What follows belongs to an exercise in optimizing a design on an open flow for small area and a short achievable clock period; a production flow would make more cautious choices. Where RTL was checked, it was by simulation tests only, not by an equivalence proof against the original.

## v42
Design FPUFMAPipe, start of the top module:
module FPUFMAPipe(
  input         clock,
                reset,
                io_in_valid,
                io_in_bits_ren3,
                io_in_bits_swap23,
  input  [2:0]  io_in_bits_rm,
  input  [1:0]  io_in_bits_fmaCmd,
  input  [64:0] io_in_bits_in1,
                io_in_bits_in2,
                io_in_bits_in3,
  output        io_out_valid,
  output [64:0] io_out_bits_data,
  output [4:0]  io_out_bits_exc
);
Size: ~15,000 cells after synthesis, ~750 flip-flops, about 110,000 um2 of cells after synthesis.
export LEC_CHECK = 0
export ABC_AREA = 1
export CAP_MARGIN = 20
export CORE_MARGIN = 2
export CORE_UTILIZATION = 38
export SLEW_MARGIN = 20
create_clock -name core_clock -period 16.0 [get_ports {clock}]
standard.sh (not shown) runs the stock make flow with config.mk's settings and CLKGATE_MAP_FILE= SYNTH_SCRIPT=/design/flow/synth_recipe.tcl, a recipe that flattens the netlist after the stock synthesis.
==> flow/flow/run.sh <==
#!/bin/bash
# The standard layout (standard synthesis, floorplan, placement, CTS, routing), with
# two changes: the setup repair is asked to leave extra setup slack, and the buffers
# that every input and output port gets are sky130_fd_sc_hd__buf_2 cells (smaller and
# faster than the delay cells buffer_ports picks by default). The make output goes to
# flow.log, and ORFS keeps each step's full log under orfs/logs/.
set -uo pipefail
bash standard.sh SETUP_SLACK_MARGIN=10.6 "BUFFER_PORTS_ARGS=-buffer_cell sky130_fd_sc_hd__buf_2" finish > flow.log 2>&1
The following lists how v46 was set up differently from v42:
# v42
export LEC_CHECK = 0
export ABC_AREA = 1
export CAP_MARGIN = 20
export CORE_MARGIN = 2
export CORE_UTILIZATION = 38
export SLEW_MARGIN = 20
create_clock -name core_clock -period 16.0 [get_ports {clock}]
# v46
export LEC_CHECK = 0
export ABC_AREA = 1
export CAP_MARGIN = 20
export CORE_MARGIN = 2
export CORE_UTILIZATION = 35
export SLEW_MARGIN = 20
create_clock -name core_clock -period 16.0 [get_ports {clock}]
diff --git a/flow/flow/run.sh b/flow/flow/run.sh
--- a/flow/flow/run.sh
+++ b/flow/flow/run.sh
@@ -8 +8 @@
-bash standard.sh SETUP_SLACK_MARGIN=10.6 "BUFFER_PORTS_ARGS=-buffer_cell sky130_fd_sc_hd__buf_2" finish > flow.log 2>&1
+bash standard.sh SETUP_SLACK_MARGIN=10.65 "BUFFER_PORTS_ARGS=-buffer_cell sky130_fd_sc_hd__buf_2" finish > flow.log 2>&1
[summary]
Taking v42 as 1.0, v46 lands at 1.2 on post-cts repair resize count. Period utilization down 0.92 points in v46 wrt v42. Diff v42 -> v46 | cell count | up slightly. | wire length | v46 vs v42 | 4.1 mm higher |. v42 → v46: clock-buffer cell count now sits higher, clock skew now sits lower.
> inputs changed (v46 -> v25)
# v46
export LEC_CHECK = 0
export ABC_AREA = 1
export CAP_MARGIN = 20
export CORE_MARGIN = 2
export CORE_UTILIZATION = 35
export SLEW_MARGIN = 20
create_clock -name core_clock -period 16.0 [get_ports {clock}]
# v25
export LEC_CHECK = 0
export ABC_AREA = 1
export CAP_MARGIN = 20
export CORE_MARGIN = 2
export CORE_UTILIZATION = 38
export SLEW_MARGIN = 20
create_clock -name core_clock -period 16.0 [get_ports {clock}]
diff --git a/flow/flow/run.sh b/flow/flow/run.sh
--- a/flow/flow/run.sh
+++ b/flow/flow/run.sh
@@ -8 +8 @@
-bash standard.sh SETUP_SLACK_MARGIN=10.65 "BUFFER_PORTS_ARGS=-buffer_cell sky130_fd_sc_hd__buf_2" finish > flow.log 2>&1
+bash standard.sh SETUP_SLACK_MARGIN=10.7 "BUFFER_PORTS_ARGS=-buffer_cell sky130_fd_sc_hd__buf_2" finish > flow.log 2>&1
v25 completed; timing, DRC and antenna clean
The final layout from v46, which completed every stage, passed the timing, design-rule and antenna checks at the end of the flow.
v25 vs. v46: post-route clock period utilization now sits lower; layout overhead on the synthesized area now sits higher.

* * *

FPUFMAPipe, a different RTL version from the one above (not shown whole).
For scale: ~15,000 cells after synthesis, about 750 flip-flops, ~280 I/O pins, roughly 110,000 µm² of cells after synthesis.
clock: 16.0 ns
lec_check: 0
abc_area: 1
cap_margin: 20
core_margin: 2
core_utilization: 38
slew_margin: 20
==> flow/flow/run.sh <==
#!/bin/bash
# The standard layout (standard synthesis, floorplan, placement, CTS, routing), with
# two changes: the setup repair is asked to leave extra setup slack, and the buffers
# that every input and output port gets are sky130_fd_sc_hd__buf_2 cells (smaller and
# faster than the delay cells buffer_ports picks by default). The make output goes to
# flow.log, and ORFS keeps each step's full log under orfs/logs/.
set -uo pipefail
bash standard.sh SETUP_SLACK_MARGIN=10.8 "BUFFER_PORTS_ARGS=-buffer_cell sky130_fd_sc_hd__buf_2" finish > flow.log 2>&1
==> next run, changes <==
--- a/flow/flow/run.sh
+++ b/flow/flow/run.sh
@@ -7,2 +7,2 @@
 set -uo pipefail
-bash standard.sh SETUP_SLACK_MARGIN=10.8 "BUFFER_PORTS_ARGS=-buffer_cell sky130_fd_sc_hd__buf_2" finish > flow.log 2>&1
+bash standard.sh SETUP_SLACK_MARGIN=10.65 "BUFFER_PORTS_ARGS=-buffer_cell sky130_fd_sc_hd__buf_2" finish > flow.log 2>&1
After rerunning: Non-clock buffer count drops by 150. Worst hold slack loses 5.5 ps. Via count drops by 1.5%.

* * *

FPUFMAPipe, a different RTL version from the one above (not shown whole).
Size in the first run: ~750 flip-flops, roughly 280 I/O pins.
Design FPUFMAPipe, start of the top module:
module FPUFMAPipe(
  input         clock,
                reset,
                io_in_valid,
                io_in_bits_ren3,
                io_in_bits_swap23,
  input  [2:0]  io_in_bits_rm,
  input  [1:0]  io_in_bits_fmaCmd,
  input  [64:0] io_in_bits_in1,
                io_in_bits_in2,
                io_in_bits_in3,
  output        io_out_valid,
  output [64:0] io_out_bits_data,
  output [4:0]  io_out_bits_exc
);
clock: 16.0 ns
lec_check: 0
abc_area: 1
cap_margin: 20
core_margin: 2
core_utilization: 38
slew_margin: 20
==> flow/flow/run.sh <==
#!/bin/bash
# The standard layout (standard synthesis, floorplan, placement, CTS, routing), with
# two changes: the setup repair is asked to leave extra setup slack, and the buffers
# that every input and output port gets are sky130_fd_sc_hd__buf_2 cells (smaller and
# faster than the delay cells buffer_ports picks by default). The make output goes to
# flow.log, and ORFS keeps each step's full log under orfs/logs/.
set -uo pipefail
bash standard.sh SETUP_SLACK_MARGIN=10.65 "BUFFER_PORTS_ARGS=-buffer_cell sky130_fd_sc_hd__buf_2" finish > flow.log 2>&1
The baseline ran to the end with no violations.
Rerun with:
==> flow/flow/run.sh (replaced) <==
#!/bin/bash
# The standard layout (standard synthesis, floorplan, placement, CTS, routing),
# with ORFS's setup repair asked to leave extra setup slack so that it upsizes and
# buffers the slowest paths. The make output goes to flow.log, and ORFS keeps each
# step's full log under orfs/logs/.
set -uo pipefail
bash standard.sh SETUP_SLACK_MARGIN=10.8 finish > flow.log 2>&1
Outcome: Now the flow died in 5_1_grt (GRT-0232); synthesized area stays the same; synthesized cell count is unchanged.
Rerun with:
==> flow/flow/run.sh (replaced) <==
#!/bin/bash
# The standard layout (standard synthesis, floorplan, placement, CTS, routing), with
# two changes: the setup repair is asked to leave extra setup slack, and the buffers
# that every input and output port gets are sky130_fd_sc_hd__buf_4 cells. The make output
# goes to flow.log, and ORFS keeps each step's full log under orfs/logs/.
set -uo pipefail
bash standard.sh SETUP_SLACK_MARGIN=10.65 "BUFFER_PORTS_ARGS=-buffer_cell sky130_fd_sc_hd__buf_4" finish > flow.log 2>&1
=> With this change the flow completed with no timing, DRC or antenna violations; synthesized cell count does not change; synthesized area does not change.
Rerun with:
==> flow/flow/run.sh (replaced) <==
#!/bin/bash
# The standard layout (standard synthesis, floorplan, placement, CTS, routing),
# with ORFS's setup repair asked to leave extra setup slack so that it upsizes and
# buffers the slowest paths. The make output goes to flow.log, and ORFS keeps each
# step's full log under orfs/logs/.
set -uo pipefail
bash standard.sh SETUP_SLACK_MARGIN=10.65 finish > flow.log 2>&1
The changed run went through all stages and came out clean.
Die area does not change.
Sequential share of layout area went down by 0.10 points.
Routed wire length went down slightly.

* * *

FPUFMAPipe again, from the RTL that the note above started with.
Settings: LEC_CHECK=0, ABC_AREA=1, CAP_MARGIN=20, CORE_MARGIN=2, CORE_UTILIZATION=38, SLEW_MARGIN=20; clock period 16.0 ns.
==> flow/flow/run.sh <==
#!/bin/bash
# The standard layout (standard synthesis, floorplan, placement, CTS, routing), with
# two changes: the setup repair is asked to leave extra setup slack, and the buffers
# that every input and output port gets are sky130_fd_sc_hd__buf_2 cells (smaller and
# faster than the delay cells buffer_ports picks by default). The make output goes to
# flow.log, and ORFS keeps each step's full log under orfs/logs/.
set -uo pipefail
bash standard.sh SETUP_SLACK_MARGIN=10.65 MATCH_CELL_FOOTPRINT=0 "BUFFER_PORTS_ARGS=-buffer_cell sky130_fd_sc_hd__buf_2" finish > flow.log 2>&1
The first run went through all stages and came out clean.
Change:
==> flow/flow/run.sh (replaced) <==
#!/bin/bash
# The standard layout (standard synthesis, floorplan, placement, CTS, routing), with
# two changes to how ORFS repairs timing: the setup repair is asked to leave extra setup
# slack, and gate resizing may pick any drive strength (MATCH_CELL_FOOTPRINT=0) instead of
# only cells of the same width. The make output goes to flow.log, and ORFS keeps each
# step's full log under orfs/logs/.
set -uo pipefail
bash standard.sh SETUP_SLACK_MARGIN=10.65 MATCH_CELL_FOOTPRINT=0 finish > flow.log 2>&1
The changed run finished clean. Fmax goes down by 0.94%. Routed wire length came out lower by 2.1%. Area after synthesis does not change. Cell area stays flat. Non-clock buffer count goes down by 84.

* * *

FPUFMAPipe, a different RTL version from the one above (not shown whole).
Size: ~15,000 cells after synthesis, ~110,000 sq um of cells after synthesis.
Settings: LEC_CHECK=0, ABC_AREA=1, CAP_MARGIN=20, CORE_MARGIN=2, CORE_UTILIZATION=38, SLEW_MARGIN=20; clock period 16.0 ns.
==> flow/flow/run.sh <==
#!/bin/bash
# The standard layout (standard synthesis, floorplan, placement, CTS, routing), with
# two changes: the setup repair is asked to leave extra setup slack, and the buffers
# that every input and output port gets are sky130_fd_sc_hd__buf_2 cells (smaller and
# faster than the delay cells buffer_ports picks by default). The make output goes to
# flow.log, and ORFS keeps each step's full log under orfs/logs/.
set -uo pipefail
bash standard.sh SETUP_SLACK_MARGIN=10.75 "BUFFER_PORTS_ARGS=-buffer_cell sky130_fd_sc_hd__buf_2" finish > flow.log 2>&1
Change:
--- a/flow/flow/run.sh
+++ b/flow/flow/run.sh
@@ -8 +8 @@
-bash standard.sh SETUP_SLACK_MARGIN=10.75 "BUFFER_PORTS_ARGS=-buffer_cell sky130_fd_sc_hd__buf_2" finish > flow.log 2>&1
+bash standard.sh SETUP_SLACK_MARGIN=10.65 "BUFFER_PORTS_ARGS=-buffer_cell sky130_fd_sc_hd__buf_2" finish > flow.log 2>&1
Count of clock-buffer cells in the layout falls by 5; via count falls by 0.36%; final cell count stays flat.
No functional check of the RTL was part of any run of this note.

[separate check: timing with driven ports]
No port has a modelled driver above. Below, the same layouts with a new extraction and two added sets of constraints. Step 1 sets driving cells, clkbuf_16 on the clock port and buf_2 on the other inputs (assumed; they add their load-dependent delay and slew). Step 2, shift: input delay + t, output delay - t, t = (earliest + latest rising clock arrival at the registers) / 2. This alone moves slack from input paths to output paths. a / b / c = ideal ports / drivers / drivers and shift; a / b = the first two.
run | shift t [ns] | slack for setup (ns) | worst slew at a driven data input, ns | pins driven straight from the clock port
v42 | 0.990 | 10.414 / 10.414 / 9.766 | 0.09 | 1
v46 | 0.996 | 10.562 / 10.562 / 9.693 | 0.09 | 1
v25 | 0.978 | 10.602 / 10.602 / 9.779 | 0.08 | 1
the first run of note 2 | 0.984 | 10.670 / 10.693 / 9.709 | 0.22 | 1
the second run of note 2 | 0.959 | 10.562 / 10.562 / 9.724 | 0.28 | 1
the first run of note 3 | 0.991 | 10.523 / 10.523 / 9.712 | 0.14 | 1
the third run of note 3 | 0.957 | 10.371 / 10.371 / 9.465 | 0.50 | 1
the fourth run of note 3 | 0.963 | 10.595 / 10.595 / 9.689 | 0.12 | 1
the first run of note 4 | 0.956 | 10.520 / 10.449 / 9.493 | 0.46 | 1
the second run of note 4 | 0.947 | 10.468 / 10.355 / 9.408 | 0.49 | 1
the first run of note 5 | 0.965 | 10.000 / 10.000 / 9.988 | 0.10 | 1
the second run of note 5 | 0.964 | 9.905 / 9.905 / 9.905 | 0.14 | 1
After both steps every run listed still meets setup and hold. For the second run of note 4, which loses most, drivers alone change the setup slack by -0.113 ns; drivers and shift together by -1.060 ns.
